This design comes from an exercise in tuning for small area, a short achievable clock period and few clock cycles per item on the open sky130 flow, not from production work.
Where RTL was checked, it was by simulation tests only, not by an equivalence proof against the original.

== run 1 ==
==> module systolic_multiplier, before the edit <==
module systolic_multiplier(
	input wire clk,
	input wire rst_n,
	input wire start,
	input wire [163 - 1 : 0] a,
	input wire [163 - 1 : 0] g,
	input wire [BWIDTH - 1:0] b,
	output wire [163 - 1 : 0] t_i_j,
	output reg done
);
localparam W = 163;
localparam D = 12;
localparam BWIDTH = 168;
localparam K = (BWIDTH + D - 1) / D;                
localparam BW = K * D;                              
localparam CW = $clog2(K);
reg  [W - 1 : 0] reg_a;
reg  [W - 1 : 0] reg_g;
reg  [BW - 1 : 0] reg_b;
reg  [W - 1 : 0] tr;        
reg  [D - 1 : 0] q;         
reg  [D - 1 : 0] qn;        
reg  [D - 1 : 0] hb;        
reg  busy;                  
reg  fix;                   
reg  [CW - 1 : 0] counter;
wire ld = ~(busy | fix);    
assign t_i_j = tr;
always @(posedge clk or negedge rst_n) begin
	if (!rst_n) begin
		busy <= 1'b0;
		fix <= 1'b0;
		counter <= 0;
		done <= 1'b0;
	end else begin
		done <= fix;
		fix <= busy && (counter == K - 1);
		if (busy) begin
			if (counter == K - 1) begin
				busy <= 1'b0;
				counter <= 0;
			end else
				counter <= counter + 1'b1;
		end else if (start && !fix) begin
			busy <= 1'b1;
			counter <= 0;
		end
	end
end
wire [D - 1 : 0] dig = reg_b[BW - 1 -: D];
wire [D - 1 : 0] dig_nx = reg_b[BW - D - 1 -: D];
reg [D - 1 : 0] fac [0 : 3];
reg [D - 1 : 0] pr01, pr23, c;
integer i, j, k;
always @* begin
	for (k = 0; k < 4; k = k + 1) begin
		fac[k] = 0;
		fac[k][0] = 1'b1;
		for (j = 1; j < D; j = j + 1)
			if ((j << k) < D)
				fac[k][j << k] = reg_g[W - j];
	end
	pr01 = 0; pr23 = 0; c = 0;
	for (i = 0; i < D; i = i + 1)
		for (j = 0; j <= i; j = j + 1) begin
			pr01[i] = pr01[i] ^ (fac[0][j] & fac[1][i - j]);
			pr23[i] = pr23[i] ^ (fac[2][j] & fac[3][i - j]);
		end
	for (i = 0; i < D; i = i + 1)
		for (j = 0; j <= i; j = j + 1)
			c[i] = c[i] ^ (pr01[j] & pr23[i - j]);
end
reg [W - 1 : 0] ta;           
reg [W - 1 : 0] ba;           
reg [D - 1 : 0] hq;           
reg [D - 1 : 0] q_new;        
reg [D - 1 : 0] hb_in, hb_nx;  
always @* begin
	for (i = 0; i < W; i = i + 1) begin
		ta[i] = tr[i];
		ba[i] = 1'b0;
		for (j = 0; j < D; j = j + 1)
			if (i >= j) begin
				ta[i] = ta[i] ^ (q[j] & reg_g[i - j]);
				ba[i] = ba[i] ^ (dig[j] & reg_a[i - j]);
			end
	end
	for (i = 0; i < D; i = i + 1) begin
		hq[i] = tr[W + i - D] ^ hb[i];
		for (j = 0; j < D; j = j + 1)
			if (W + i - D >= j)
				hq[i] = hq[i] ^ (~qn[j] & reg_g[W + i - D - j]);
		hb_in[i] = 1'b0;
		hb_nx[i] = 1'b0;
		for (j = 0; j < D; j = j + 1)
			if (W + i - j <= W - 1) begin
				hb_in[i] = hb_in[i] ^ (b[BW - 1 - (D - 1) + j] & a[W + i - j]);
				hb_nx[i] = hb_nx[i] ^ (dig_nx[j] & reg_a[W + i - j]);
			end
	end
	for (i = 0; i < D; i = i + 1) begin
		q_new[i] = 1'b0;
		for (k = 0; k < D - i; k = k + 1)
			q_new[i] = q_new[i] ^ (c[k] & hq[i + k]);
	end
end
always @(posedge clk) begin
	if (ld) begin
		reg_a <= a;
		reg_g <= g;
		reg_b <= {{(BW - BWIDTH){1'b0}}, b};
		tr <= {W{1'b0}};
		q <= {D{1'b0}};
		qn <= {D{1'b1}};
		hb <= hb_in;
	end else begin
		reg_b <= reg_b << D;
		tr <= fix ? ta : ({ta[W - D - 1 : 0], {D{1'b0}}} ^ ba);
		q <= q_new;
		qn <= ~q_new;
		hb <= hb_nx;
	end
end
endmodule  
==> flow/config.mk <==
export PLATFORM = sky130hd
export DESIGN_NAME = systolic_multiplier
export DESIGN_NICKNAME = systolic_multiplier
export VERILOG_FILES = /design/flow/design.v
export SDC_FILE = /design/flow/constraint.sdc
export NUM_CORES = 4
export LEC_CHECK = 0
export CAP_MARGIN = 20
export CORE_MARGIN = 2
export CORE_UTILIZATION = 40
export SETUP_SLACK_MARGIN = 4.2
export SLEW_MARGIN = 20
==> flow/constraint.sdc <==
create_clock -name core_clock -period 7.0 [get_ports {clk}]
set_input_delay 1.4000 -clock core_clock [delete_from_list [all_inputs] [get_ports {clk}]]
set_output_delay 1.4000 -clock core_clock [all_outputs]
set_load 0.01 [all_outputs]
run.sh (not shown) runs the stock make flow with config.mk's settings and CLKGATE_MAP_FILE= SYNTH_SCRIPT=/design/flow/synth_recipe.tcl, a recipe that flattens the netlist after the stock synthesis.
The following lists how run 2 was set up differently from run 1:
--- a/flow/design.v
+++ b/flow/design.v
@@ -14,5 +14,5 @@
 localparam K = (BWIDTH + D - 1) / D;                
 localparam BW = K * D;                              
-localparam CW = $clog2(K);
+localparam CW = 4;                               
 reg  [W - 1 : 0] reg_a;
 reg  [W - 1 : 0] reg_g;
Notes after the runs:
Run 2 -> run 1: height of the chip delta 0, exact match
Compared run 1 against run 2; xor/xnor share of the synthesized area within noise.
Delta (run 2 minus run 1): pin count of the biggest net entering global routing held, H-tree level count held, design area held, global-route congestion overflow total held, worst hold slack held.
Multi-input gate share of the layout cell area: run 2 vs run 1 — no meaningful difference
The non-clock buffer count on run 1 is in line with that on run 2.
Re area after synthesis: no difference whatsoever between run 1 and run 2.
Run 1 → run 2: synthesized-area fraction occupied by ao, oa, aoi and oai cells stayed essentially flat, layout clock buffer count stayed essentially flat.
Worst path buffer plus inverter count: run 2 vs run 1 identical
Testbench counts of run 2, summed over its fixed seeds: cycles 25,608, items 1,600.
No functional check of the RTL was part of run 1.


## v6
The RTL this note starts from:
==> flow/design.v <==
module systolic_multiplier(
	input wire clk,
	input wire rst_n,
	input wire start,
	input wire [163 - 1 : 0] a,
	input wire [163 - 1 : 0] g,
	input wire [BWIDTH - 1:0] b,
	output wire [163 - 1 : 0] t_i_j,
	output reg done
);
localparam W = 163;
localparam D = 12;
localparam BWIDTH = 168;
localparam R0 = 0;
localparam K = (BWIDTH - R0 + D - 1) / D;           
localparam BW = K * D;                              
localparam CW = $clog2(K);
reg  [W - 1 : 0] reg_a;
reg  [W - 1 : 0] reg_g;
reg  [BW - 1 : 0] reg_b;
reg  [W - 1 : 0] t;
reg  busy;
reg  [CW - 1 : 0] counter;
wire ld = ~busy;    
assign t_i_j = t;
always @(posedge clk or negedge rst_n) begin
	if (!rst_n) begin
		busy <= 1'b0;
		counter <= 0;
		done <= 1'b0;
	end else begin
		done <= busy && (counter == K - 1);
		if (busy) begin
			if (counter == K - 1) begin
				busy <= 1'b0;
				counter <= 0;
			end else
				counter <= counter + 1'b1;
		end else if (start) begin
			busy <= 1'b1;
			counter <= 0;
		end
	end
end
wire [D - 1 : 0] dig = reg_b[BW - 1 -: D];
reg [D - 1 : 0] c;       
reg [D - 1 : 0] hq;      
reg [D - 1 : 0] q;       
reg [W - 1 : 0] nt;      
integer i, j, k;
reg [D - 1 : 0] fac [0 : 3];
reg [D - 1 : 0] pr01, pr23;
always @* begin
	for (k = 0; k < 4; k = k + 1) begin
		fac[k] = 0;
		fac[k][0] = 1'b1;
		for (j = 1; j < D; j = j + 1)
			if ((j << k) < D)
				fac[k][j << k] = reg_g[W - j];
	end
	pr01 = 0; pr23 = 0; c = 0;
	for (i = 0; i < D; i = i + 1)
		for (j = 0; j <= i; j = j + 1) begin
			pr01[i] = pr01[i] ^ (fac[0][j] & fac[1][i - j]);
			pr23[i] = pr23[i] ^ (fac[2][j] & fac[3][i - j]);
		end
	for (i = 0; i < D; i = i + 1)
		for (j = 0; j <= i; j = j + 1)
			c[i] = c[i] ^ (pr01[j] & pr23[i - j]);
end
always @* begin
	for (i = 0; i < D; i = i + 1) begin
		hq[i] = t[W + i - D];
		for (j = 0; j < D; j = j + 1)
			if (W + i - j <= W - 1)
				hq[i] = hq[i] ^ (dig[j] & reg_a[W + i - j]);
	end
	for (i = 0; i < D; i = i + 1) begin
		q[i] = 1'b0;
		for (k = 0; k < D - i; k = k + 1)
			q[i] = q[i] ^ (c[k] & hq[i + k]);
	end
	for (i = 0; i < W; i = i + 1) begin
		nt[i] = (i >= D) ? t[i - D] : 1'b0;
		for (j = 0; j < D; j = j + 1)
			if (i >= j)
				nt[i] = nt[i] ^ (dig[j] & reg_a[i - j]) ^ (q[j] & reg_g[i - j]);
	end
end
wire [W - 1 : 0] t_init;
generate
	if (R0 == 1) begin : first_bit
		assign t_init = b[BWIDTH - 1] ? a : {W{1'b0}};
	end else begin : no_first
		assign t_init = {W{1'b0}};
	end
endgenerate
always @(posedge clk) begin
	if (ld) begin
		reg_a <= a;
		reg_g <= g;
		reg_b <= {{(BW - BWIDTH + R0){1'b0}}, b[BWIDTH - R0 - 1 : 0]};
		t <= t_init;
	end else begin
		reg_b <= reg_b << D;
		t <= nt;
	end
end
endmodule  
==> flow/config.mk <==
export PLATFORM = sky130hd
export DESIGN_NAME = systolic_multiplier
export DESIGN_NICKNAME = systolic_multiplier
export VERILOG_FILES = /design/flow/design.v
export SDC_FILE = /design/flow/constraint.sdc
export NUM_CORES = 4
export LEC_CHECK = 0
export CAP_MARGIN = 20
export CORE_MARGIN = 2
export CORE_UTILIZATION = 40
export SLEW_MARGIN = 20
==> flow/constraint.sdc <==
create_clock -name core_clock -period 7.0 [get_ports {clk}]
set_input_delay 1.4000 -clock core_clock [delete_from_list [all_inputs] [get_ports {clk}]]
set_output_delay 1.4000 -clock core_clock [all_outputs]
set_load 0.01 [all_outputs]
v6: PASS, flow complete, no timing, DRC or antenna violations
Modified inputs, v7 compared to v6
--- a/flow/design.v
+++ b/flow/design.v
@@ -43,6 +43,7 @@
 	end
 end
 wire [D - 1 : 0] dig = reg_b[BW - 1 -: D];
+reg [D - 1 : 0] c_in;    
 reg [D - 1 : 0] c;       
 reg [D - 1 : 0] hq;      
 reg [D - 1 : 0] q;       
@@ -56,9 +57,9 @@
 		fac[k][0] = 1'b1;
 		for (j = 1; j < D; j = j + 1)
 			if ((j << k) < D)
-				fac[k][j << k] = reg_g[W - j];
+				fac[k][j << k] = g[W - j];
 	end
-	pr01 = 0; pr23 = 0; c = 0;
+	pr01 = 0; pr23 = 0; c_in = 0;
 	for (i = 0; i < D; i = i + 1)
 		for (j = 0; j <= i; j = j + 1) begin
 			pr01[i] = pr01[i] ^ (fac[0][j] & fac[1][i - j]);
@@ -66,7 +67,7 @@
 		end
 	for (i = 0; i < D; i = i + 1)
 		for (j = 0; j <= i; j = j + 1)
-			c[i] = c[i] ^ (pr01[j] & pr23[i - j]);
+			c_in[i] = c_in[i] ^ (pr01[j] & pr23[i - j]);
 end
 always @* begin
 	for (i = 0; i < D; i = i + 1) begin
@@ -99,6 +100,7 @@
 	if (ld) begin
 		reg_a <= a;
 		reg_g <= g;
+		c <= c_in;
 		reg_b <= {{(BW - BWIDTH + R0){1'b0}}, b[BWIDTH - R0 - 1 : 0]};
 		t <= t_init;
 	end else begin
v6 → v7: global-route met1 utilization saw a decrease; ratio of final minimum period to clock period saw a decrease; detailed-routing iteration count for the pre-antenna-repair pass saw a decrease.
v7 does better than v6 on post-layout instance area.
Sequential portion of the cell area, v6 and v7: lower on v6
Compared with v6, in v7 worst hold margin rose by 21 ps, number of antenna violations at the first check in global routing rose 9, post-synthesis cell area decreased by 3.5% relative to the old numbers.
No functional check of the RTL was part of any run of this note.

-- port drivers added, routing unchanged --
The flow's constraints put no driver on any port. The routed layouts listed below were extracted and timed again, unchanged, in two steps.
Step 1, drivers: a clkbuf_16 drives clk and a buf_2 each remaining input, both assumed.
Step 2 also shifts input and output timing later by t, the mid clock arrival at the registers, as if the neighbouring blocks saw the same clock.
Three values: ideal, step 1, step 2; two values: the first two.
run | t, ns | setup WS [ns] | hold slack, ns | worst data-port slew with drivers (ns) | cell pins on the clock port's net
run 1 | 0.847 | 3.985 / 3.985 / 3.646 | 0.413 / 0.413 / 0.413 | 0.17 | 1
run 2 | 0.847 | 3.985 / 3.985 / 3.646 | 0.413 / 0.413 / 0.413 | 0.17 | 1
v6 | 0.817 | 1.359 / 1.359 / 1.359 | 0.431 / 0.431 / 0.431 | 0.21 | 1
v7 | 0.812 | 2.112 / 2.112 / 2.112 | 0.452 / 0.452 / 0.452 | 0.24 | 1
After both steps setup and hold are still met in every run listed.
